Background: an optimization exercise with open tools, aiming at small area. Do not read the settings as production practice. Where RTL was checked, it was by simulation tests only, not by an equivalence proof against the original. Power is estimated from default activity; no workload was simulated.

==> zinc: inputs <==
==> flow/design.v <==
module digital_clock(
    input sys_clk_in,
    input reset,
    input switch,
    input freq_switch1,
    input freq_switch2,
    input pause_switch,
    input direction_switch,
    output [83:0] binary_out,
    output [7:0] display_out,
    output [7:0] seg_control
);
reg [4:0] c24;
reg [5:0] c60;
reg [4:0] c30;
reg [1:0] c4;
wire t24 = (c24 == 5'd23);
wire t60 = t24 & (c60 == 6'd59);
wire t30 = t60 & (c30 == 5'd29);
always @(posedge sys_clk_in or negedge reset)
    if (!reset) begin
        c24 <= 5'd23;
        c60 <= 6'd59;
        c30 <= 5'd29;
        c4  <= 2'd3;
    end else begin
        c24 <= t24 ? 5'd0 : c24 + 5'd1;
        if (t24) c60 <= (c60 == 6'd59) ? 6'd0 : c60 + 6'd1;
        if (t60) c30 <= (c30 == 5'd29) ? 5'd0 : c30 + 5'd1;
        if (t30) c4 <= c4 + 2'd1;
    end
wire super_f = ~c24[0];
wire fast_f  = ~c60[0];
wire mid_f   = ~c30[0];
wire rot_f_n = c4[0];
wire slow_f  = ~c4[1];
reg sel;
always @(*)
    case ({freq_switch2, freq_switch1})
        2'b00: sel = slow_f;
        2'b01: sel = mid_f;
        2'b10: sel = fast_f;
        default: sel = super_f;
    endcase
reg sel_q;
reg rot_tick;
always @(posedge sys_clk_in or negedge reset)
    if (!reset) begin
        sel_q <= 1'b0;
        rot_tick <= 1'b0;
    end else begin
        sel_q <= sel;
        rot_tick <= t30 & rot_f_n;
    end
wire tick = sel & ~sel_q;
reg [1:0] d1;
reg [3:0] d0;
reg [1:0] h1;
reg [3:0] h0;
reg [2:0] m1;
reg [3:0] m0;
reg [2:0] s1;
reg [3:0] s0;
wire loaded = |d0;
wire s0w = (s0 == 4'd9);
wire s1w = s0w & (s1 == 3'd5);
wire m0w = s1w & (m0 == 4'd9);
wire m1w = m0w & (m1 == 3'd5);
wire h0w = m1w & ((h1 == 2'd2 && h0 == 4'd3) || h0 == 4'd9);
wire h1w = h0w & (h1 == 2'd2);
wire d0w = h1w & ((d1 == 2'd3 && d0 == 4'd1) || d0 == 4'd9);
wire [3:0] s0n = s0w ? 4'd0 : s0 + 4'd1;
wire [3:0] d0n = d0w ? 4'd1 : d0 + 4'd1;
always @(posedge sys_clk_in or negedge reset)
    if (!reset) begin
        d1 <= 2'd0; d0 <= 4'd0; h1 <= 2'd0; h0 <= 4'd0;
        m1 <= 3'd0; m0 <= 4'd0; s1 <= 3'd0; s0 <= 4'd0;
    end else if (tick) begin
        s0 <= {s0n[3:1], s0n[0] & loaded};
        if (s0w) s1 <= (s1 == 3'd5) ? 3'd0 : s1 + 3'd1;
        if (s1w) m0 <= (m0 == 4'd9) ? 4'd0 : m0 + 4'd1;
        if (m0w) m1 <= (m1 == 3'd5) ? 3'd0 : m1 + 3'd1;
        if (m1w) h0 <= h0w ? 4'd0 : h0 + 4'd1;
        if (h0w) h1 <= (h1 == 2'd2) ? 2'd0 : h1 + 2'd1;
        if (h1w) d0 <= d0n;
        else if (!loaded) d0 <= 4'd1;
        if (d0w) d1 <= (d1 == 2'd3) ? 2'd0 : d1 + 2'd1;
    end
wire [3:0] A = {4{loaded}} & 4'hA;
wire [83:0] word = {{16{loaded}} & 16'h2025, A, {8{loaded}} & 8'h05, A,
                    2'b00, d1, d0, A, 2'b00, h1, h0, A,
                    1'b0, m1, m0, A, 1'b0, s1, s0, A, {4{loaded}} & 4'hF};
reg [2:0] q;
reg [1:0] r;
always @(posedge sys_clk_in or negedge reset)
    if (!reset) begin
        q <= 3'd0;
        r <= 2'd0;
    end else if (rot_tick && !pause_switch) begin
        if (!direction_switch) begin
            r <= (r == 2'd2) ? 2'd0 : r + 2'd1;
            if (r == 2'd2) q <= (q == 3'd6) ? 3'd0 : q + 3'd1;
        end else begin
            r <= (r == 2'd0) ? 2'd2 : r - 2'd1;
            if (r == 2'd0) q <= (q == 3'd0) ? 3'd6 : q - 3'd1;
        end
    end
reg [83:0] sa;
reg [83:0] rot;
integer i, j, s;
always @(*) begin
    sa = 84'd0;
    for (i = 0; i < 21; i = i + 1)
        for (s = 0; s < 7; s = s + 1)
            if (q == s) sa[4*i +: 4] = sa[4*i +: 4] | word[4*((i + 21 - 3*s) % 21) +: 4];
    rot = 84'd0;
    for (j = 0; j < 21; j = j + 1)
        for (s = 0; s < 3; s = s + 1)
            if (r == s) rot[4*j +: 4] = rot[4*j +: 4] | sa[4*((j + 21 - s) % 21) +: 4];
end
assign binary_out = rot;
reg [13:0] w;
reg [2:0] k;
reg started;
wire stick = (w == 14'd0);
always @(posedge sys_clk_in or negedge reset)
    if (!reset) begin
        w <= 14'd1;
        k <= 3'd7;
        started <= 1'b0;
    end else begin
        w <= stick ? 14'd12499 : w - 14'd1;
        if (stick) begin
            k <= k + 3'd1;
            started <= 1'b1;
        end
    end
wire [3:0] nib = binary_out[31 - 4*k -: 4];
reg [6:0] seg;
always @(*)
    case (nib)
        4'd0: seg = 7'b0000001;
        4'd1: seg = 7'b1001111;
        4'd2: seg = 7'b0010010;
        4'd3: seg = 7'b0000110;
        4'd4: seg = 7'b1001100;
        4'd5: seg = 7'b0100100;
        4'd6: seg = 7'b0100000;
        4'd7: seg = 7'b0001111;
        4'd8: seg = 7'b0000000;
        4'd9: seg = 7'b0000100;
        4'd10: seg = 7'b1111110;
        default: seg = 7'b1111111;
    endcase
assign display_out = started ? {seg, 1'b1} : 8'hFF;
assign seg_control = started ? ~(8'b1000_0000 >> k) : 8'hFF;
endmodule
==> flow/run.sh <==
#!/bin/bash
# synth_recipe.tcl (not shown) runs the flow's synth.tcl, then flattens the netlist and writes it again
# the make line also repeats each setting of config.mk as NAME=value (left out here)
make -C /OpenROAD-flow-scripts/flow DESIGN_CONFIG=/design/flow/config.mk WORK_HOME=/design/flow/orfs CLKGATE_MAP_FILE= SYNTH_SCRIPT=/design/flow/synth_recipe.tcl finish
==> flow/config.mk <==
export PLATFORM = sky130hd
export DESIGN_NAME = digital_clock
export DESIGN_NICKNAME = digital_clock
export VERILOG_FILES = /design/flow/design.v
export SDC_FILE = /design/flow/constraint.sdc
export NUM_CORES = 4
export LEC_CHECK = 0
export CAP_MARGIN = 20
export CORE_MARGIN = 2
export CORE_UTILIZATION = 40
export SLEW_MARGIN = 20
==> flow/constraint.sdc <==
create_clock -name core_clock -period 10.0 [get_ports {sys_clk_in}]
set_input_delay 2.0000 -clock core_clock [delete_from_list [all_inputs] [get_ports {sys_clk_in}]]
set_output_delay 2.0000 -clock core_clock [all_outputs]
set_load 0.01 [all_outputs]
==> inputs of harbor, as changes to zinc <==
==> flow/design.v (replaced) <==
module digital_clock(
    input sys_clk_in,
    input reset,
    input switch,
    input freq_switch1,
    input freq_switch2,
    input pause_switch,
    input direction_switch,
    output [83:0] binary_out,
    output [7:0] display_out,
    output [7:0] seg_control
);
reg [17:0] tb;
wire [4:0] c24 = tb[4:0];     
wire [5:0] c60 = tb[10:5];    
wire [4:0] c30 = tb[15:11];   
wire [1:0] c4  = tb[17:16];
wire t24 = &c24;
wire t60 = t24 & (&c60);
wire t30 = t60 & (&c30);
wire [17:0] tb_inc = tb + 18'd1;
always @(posedge sys_clk_in or negedge reset)
    if (!reset)
        tb <= 18'h3FFFF;
    else
        tb <= tb_inc | {2'b00, 3'b000, t30, 1'b0, 3'b000, t60, 2'b00, 1'b0, t24, 3'b000};
wire super_f = ~c24[0];
wire fast_f  = ~c60[0];
wire mid_f   = ~c30[0];
wire slow_f  = ~c4[1];
reg sel;
always @(*)
    case ({freq_switch2, freq_switch1})
        2'b00: sel = slow_f;
        2'b01: sel = mid_f;
        2'b10: sel = fast_f;
        default: sel = super_f;
    endcase
reg sel_q;
reg rot_tick;
always @(posedge sys_clk_in or negedge reset)
    if (!reset) begin
        sel_q <= 1'b0;
        rot_tick <= 1'b0;
    end else begin
        sel_q <= sel;
        rot_tick <= t30 & c4[0];
    end
wire tick = sel & ~sel_q;
reg [1:0] d1;
reg [3:0] d0;
reg [1:0] h1;
reg [3:0] h0;
reg [2:0] m1;
reg [3:0] m0;
reg [2:0] s1;
reg [3:0] s0;
wire loaded = |d0;
wire e0 = tick & loaded;
wire e1 = e0 & s0[3] & s0[0];
wire e2 = e1 & s1[2] & s1[0];
wire e3 = e2 & m0[3] & m0[0];
wire e4 = e3 & m1[2] & m1[0];
wire e5 = e4 & h0[0] & (h0[3] | (h1[1] & h0[1]));
wire e6 = e5 & h1[1];
wire d1_3 = d1[1] & d1[0];
wire e6d = e6 & ~d1_3;
wire e7 = e6 & (d1_3 | (d0[3] & d0[0]));
always @(posedge sys_clk_in or negedge reset)
    if (!reset) begin
        d1 <= 2'd0; d0 <= 4'd0; h1 <= 2'd0; h0 <= 4'd0;
        m1 <= 3'd0; m0 <= 4'd0; s1 <= 3'd0; s0 <= 4'd0;
    end else begin
        s0[0] <= s0[0] ^ e0;
        s0[1] <= s0[1] ^ (e0 & s0[0] & ~s0[3]);
        s0[2] <= s0[2] ^ (e0 & s0[0] & s0[1]);
        s0[3] <= s0[3] ^ (e0 & s0[0] & (s0[3] | (s0[1] & s0[2])));
        s1[0] <= s1[0] ^ e1;
        s1[1] <= s1[1] ^ (e1 & s1[0] & ~s1[2]);
        s1[2] <= s1[2] ^ (e1 & s1[0] & (s1[1] | s1[2]));
        m0[0] <= m0[0] ^ e2;
        m0[1] <= m0[1] ^ (e2 & m0[0] & ~m0[3]);
        m0[2] <= m0[2] ^ (e2 & m0[0] & m0[1]);
        m0[3] <= m0[3] ^ (e2 & m0[0] & (m0[3] | (m0[1] & m0[2])));
        m1[0] <= m1[0] ^ e3;
        m1[1] <= m1[1] ^ (e3 & m1[0] & ~m1[2]);
        m1[2] <= m1[2] ^ (e3 & m1[0] & (m1[1] | m1[2]));
        h0[0] <= h0[0] ^ e4;
        h0[1] <= h0[1] ^ (e4 & h0[0] & ~h0[3]);
        h0[2] <= h0[2] ^ (e4 & h0[0] & h0[1] & ~h1[1]);
        h0[3] <= h0[3] ^ (e4 & h0[0] & (h0[3] | (h0[1] & h0[2])));
        h1[0] <= h1[0] ^ (e5 & ~h1[1]);
        h1[1] <= h1[1] ^ (e5 & (h1[0] | h1[1]));
        d0[0] <= (d0[0] ^ (e6d & ~(d0[3] & d0[0]))) | (tick & ~loaded);
        d0[1] <= d0[1] ^ (e6d & d0[0] & ~d0[3]);
        d0[2] <= d0[2] ^ (e6d & d0[0] & d0[1]);
        d0[3] <= d0[3] ^ (e6d & d0[0] & (d0[3] | (d0[1] & d0[2])));
        d1[0] <= d1[0] ^ e7;
        d1[1] <= d1[1] ^ (e7 & d1[0]);
    end
wire [3:0] A = {4{loaded}} & 4'hA;
wire [83:0] word = {{16{loaded}} & 16'h2025, A, {8{loaded}} & 8'h05, A,
                    2'b00, d1, d0, A, 2'b00, h1, h0, A,
                    1'b0, m1, m0, A, 1'b0, s1, s0, A, {4{loaded}} & 4'hF};
reg [1:0] pa;    
reg [2:0] pb;    
wire pstep = rot_tick & ~pause_switch;
always @(posedge sys_clk_in or negedge reset)
    if (!reset) begin
        pa <= 2'b01;
        pb <= 3'b001;
    end else if (pstep) begin
        if (!direction_switch) begin
            pa <= {pa[0], pa[1] ^ pa[0]};
            pb <= {pb[1], pb[0], pb[2] ^ pb[1]};
        end else begin
            pa <= {pa[1] ^ pa[0], pa[1]};
            pb <= {pb[0] ^ pb[2], pb[2], pb[1]};
        end
    end
reg [2:0] ah;    
reg [6:0] bh;    
always @(*) begin
    ah = 3'd0;
    case (pa)
        2'b01: ah[0] = 1'b1;
        2'b11: ah[1] = 1'b1;
        default: ah[2] = 1'b1;
    endcase
    bh = 7'd0;
    case (pb)
        3'd1: bh[0] = 1'b1;
        3'd2: bh[1] = 1'b1;
        3'd5: bh[2] = 1'b1;
        3'd3: bh[3] = 1'b1;
        3'd7: bh[4] = 1'b1;
        3'd6: bh[5] = 1'b1;
        default: bh[6] = 1'b1;
    endcase
end
reg [83:0] sa;
reg [83:0] rot;
integer i, j, s;
always @(*) begin
    sa = 84'd0;
    for (i = 0; i < 21; i = i + 1)
        for (s = 0; s < 7; s = s + 1)
            if (bh[s]) sa[4*i +: 4] = sa[4*i +: 4] | word[4*((i + 21 - 3*((5*s) % 7)) % 21) +: 4];
    rot = 84'd0;
    for (j = 0; j < 21; j = j + 1)
        for (s = 0; s < 3; s = s + 1)
            if (ah[s]) rot[4*j +: 4] = rot[4*j +: 4] | sa[4*((j + 21 - 7*s) % 21) +: 4];
end
assign binary_out = rot;
reg [11:0] x;
wire x_end = (x[11:8] == 4'b0011) & (x[6:3] == 4'b0101) & (x[1:0] == 2'b10);
wire stick = x_end & (c24[1:0] == 2'b00);
reg [2:0] k;
reg started;
always @(posedge sys_clk_in or negedge reset)
    if (!reset) begin
        x <= 12'd2455;
        k <= 3'd7;
        started <= 1'b0;
    end else begin
        x <= {x[10:1], x[0] | x_end, x[0] ^ x[11]};
        if (stick) begin
            k <= k + 3'd1;
            started <= 1'b1;
        end
    end
reg [3:0] nib;
always @(*)
    case (k)
        3'd0: nib = binary_out[31:28];
        3'd1: nib = binary_out[27:24];
        3'd2: nib = binary_out[23:20];
        3'd3: nib = binary_out[19:16];
        3'd4: nib = binary_out[15:12];
        3'd5: nib = binary_out[11:8];
        3'd6: nib = binary_out[7:4];
        default: nib = binary_out[3:0];
    endcase
reg [6:0] seg;
always @(*)
    case (nib)
        4'd0: seg = 7'b0000001;
        4'd1: seg = 7'b1001111;
        4'd2: seg = 7'b0010010;
        4'd3: seg = 7'b0000110;
        4'd4: seg = 7'b1001100;
        4'd5: seg = 7'b0100100;
        4'd6: seg = 7'b0100000;
        4'd7: seg = 7'b0001111;
        4'd8: seg = 7'b0000000;
        4'd9: seg = 7'b0000100;
        4'd10: seg = 7'b1111110;
        default: seg = 7'b1111111;
    endcase
assign display_out = started ? {seg, 1'b1} : 8'hFF;
reg [7:0] sc;
always @(*)
    case (k)
        3'd0: sc = 8'b0111_1111;
        3'd1: sc = 8'b1011_1111;
        3'd2: sc = 8'b1101_1111;
        3'd3: sc = 8'b1110_1111;
        3'd4: sc = 8'b1111_0111;
        3'd5: sc = 8'b1111_1011;
        3'd6: sc = 8'b1111_1101;
        default: sc = 8'b1111_1110;
    endcase
assign seg_control = started ? sc : 8'hFF;
endmodule
--- a/flow/config.mk
+++ b/flow/config.mk
@@ -7,2 +7,3 @@
 export LEC_CHECK = 0
+export ABC_AREA = 1
 export CAP_MARGIN = 20
==> comparison <==
- Between zinc and harbor, the lower clock power is in zinc (gap 7.0%, measured against harbor).
- In zinc the non-clock buffer count is higher than in harbor, by 6.
- In zinc the sequential power is smaller than in harbor, by 8.4%.
- In harbor the via count is lower than in zinc, by about 6%.
- Against harbor, the cell count of zinc is smaller by 9.5%.
- Against zinc, the core utilization of harbor is higher by 3.2 points.
Function not checked in zinc: the RTL went through the layout flow alone.

-- re-timing with driven ports --
In the flow no input, the clock included, has a driving cell. The finished layouts below were timed again as built, in two steps. Step 1 (the two cells are an assumption about what drives the block):
set clk [get_ports {sys_clk_in}]
set_driving_cell -lib_cell sky130_fd_sc_hd__clkbuf_16 $clk
set_driving_cell -lib_cell sky130_fd_sc_hd__buf_2 [delete_from_list [all_inputs] $clk]
Step 2 times the ports against the registers' clock, not the clock port: input delays grow and output delays shrink by t, the midpoint of the rising clock arrivals with the driver on. Three values: ideal ports, drivers, drivers and shift; two values: the first two.
run	t, ns	setup slack, ns	hold WS [ns]	pins driven straight from the clock port
zinc	0.384	2.347 / 2.305 / 2.688	0.468 / 0.468 / 0.468	1
harbor	0.381	3.064 / 3.018 / 3.399	0.360 / 0.360 / 0.360	1
After both steps setup and hold are still met in every run listed.
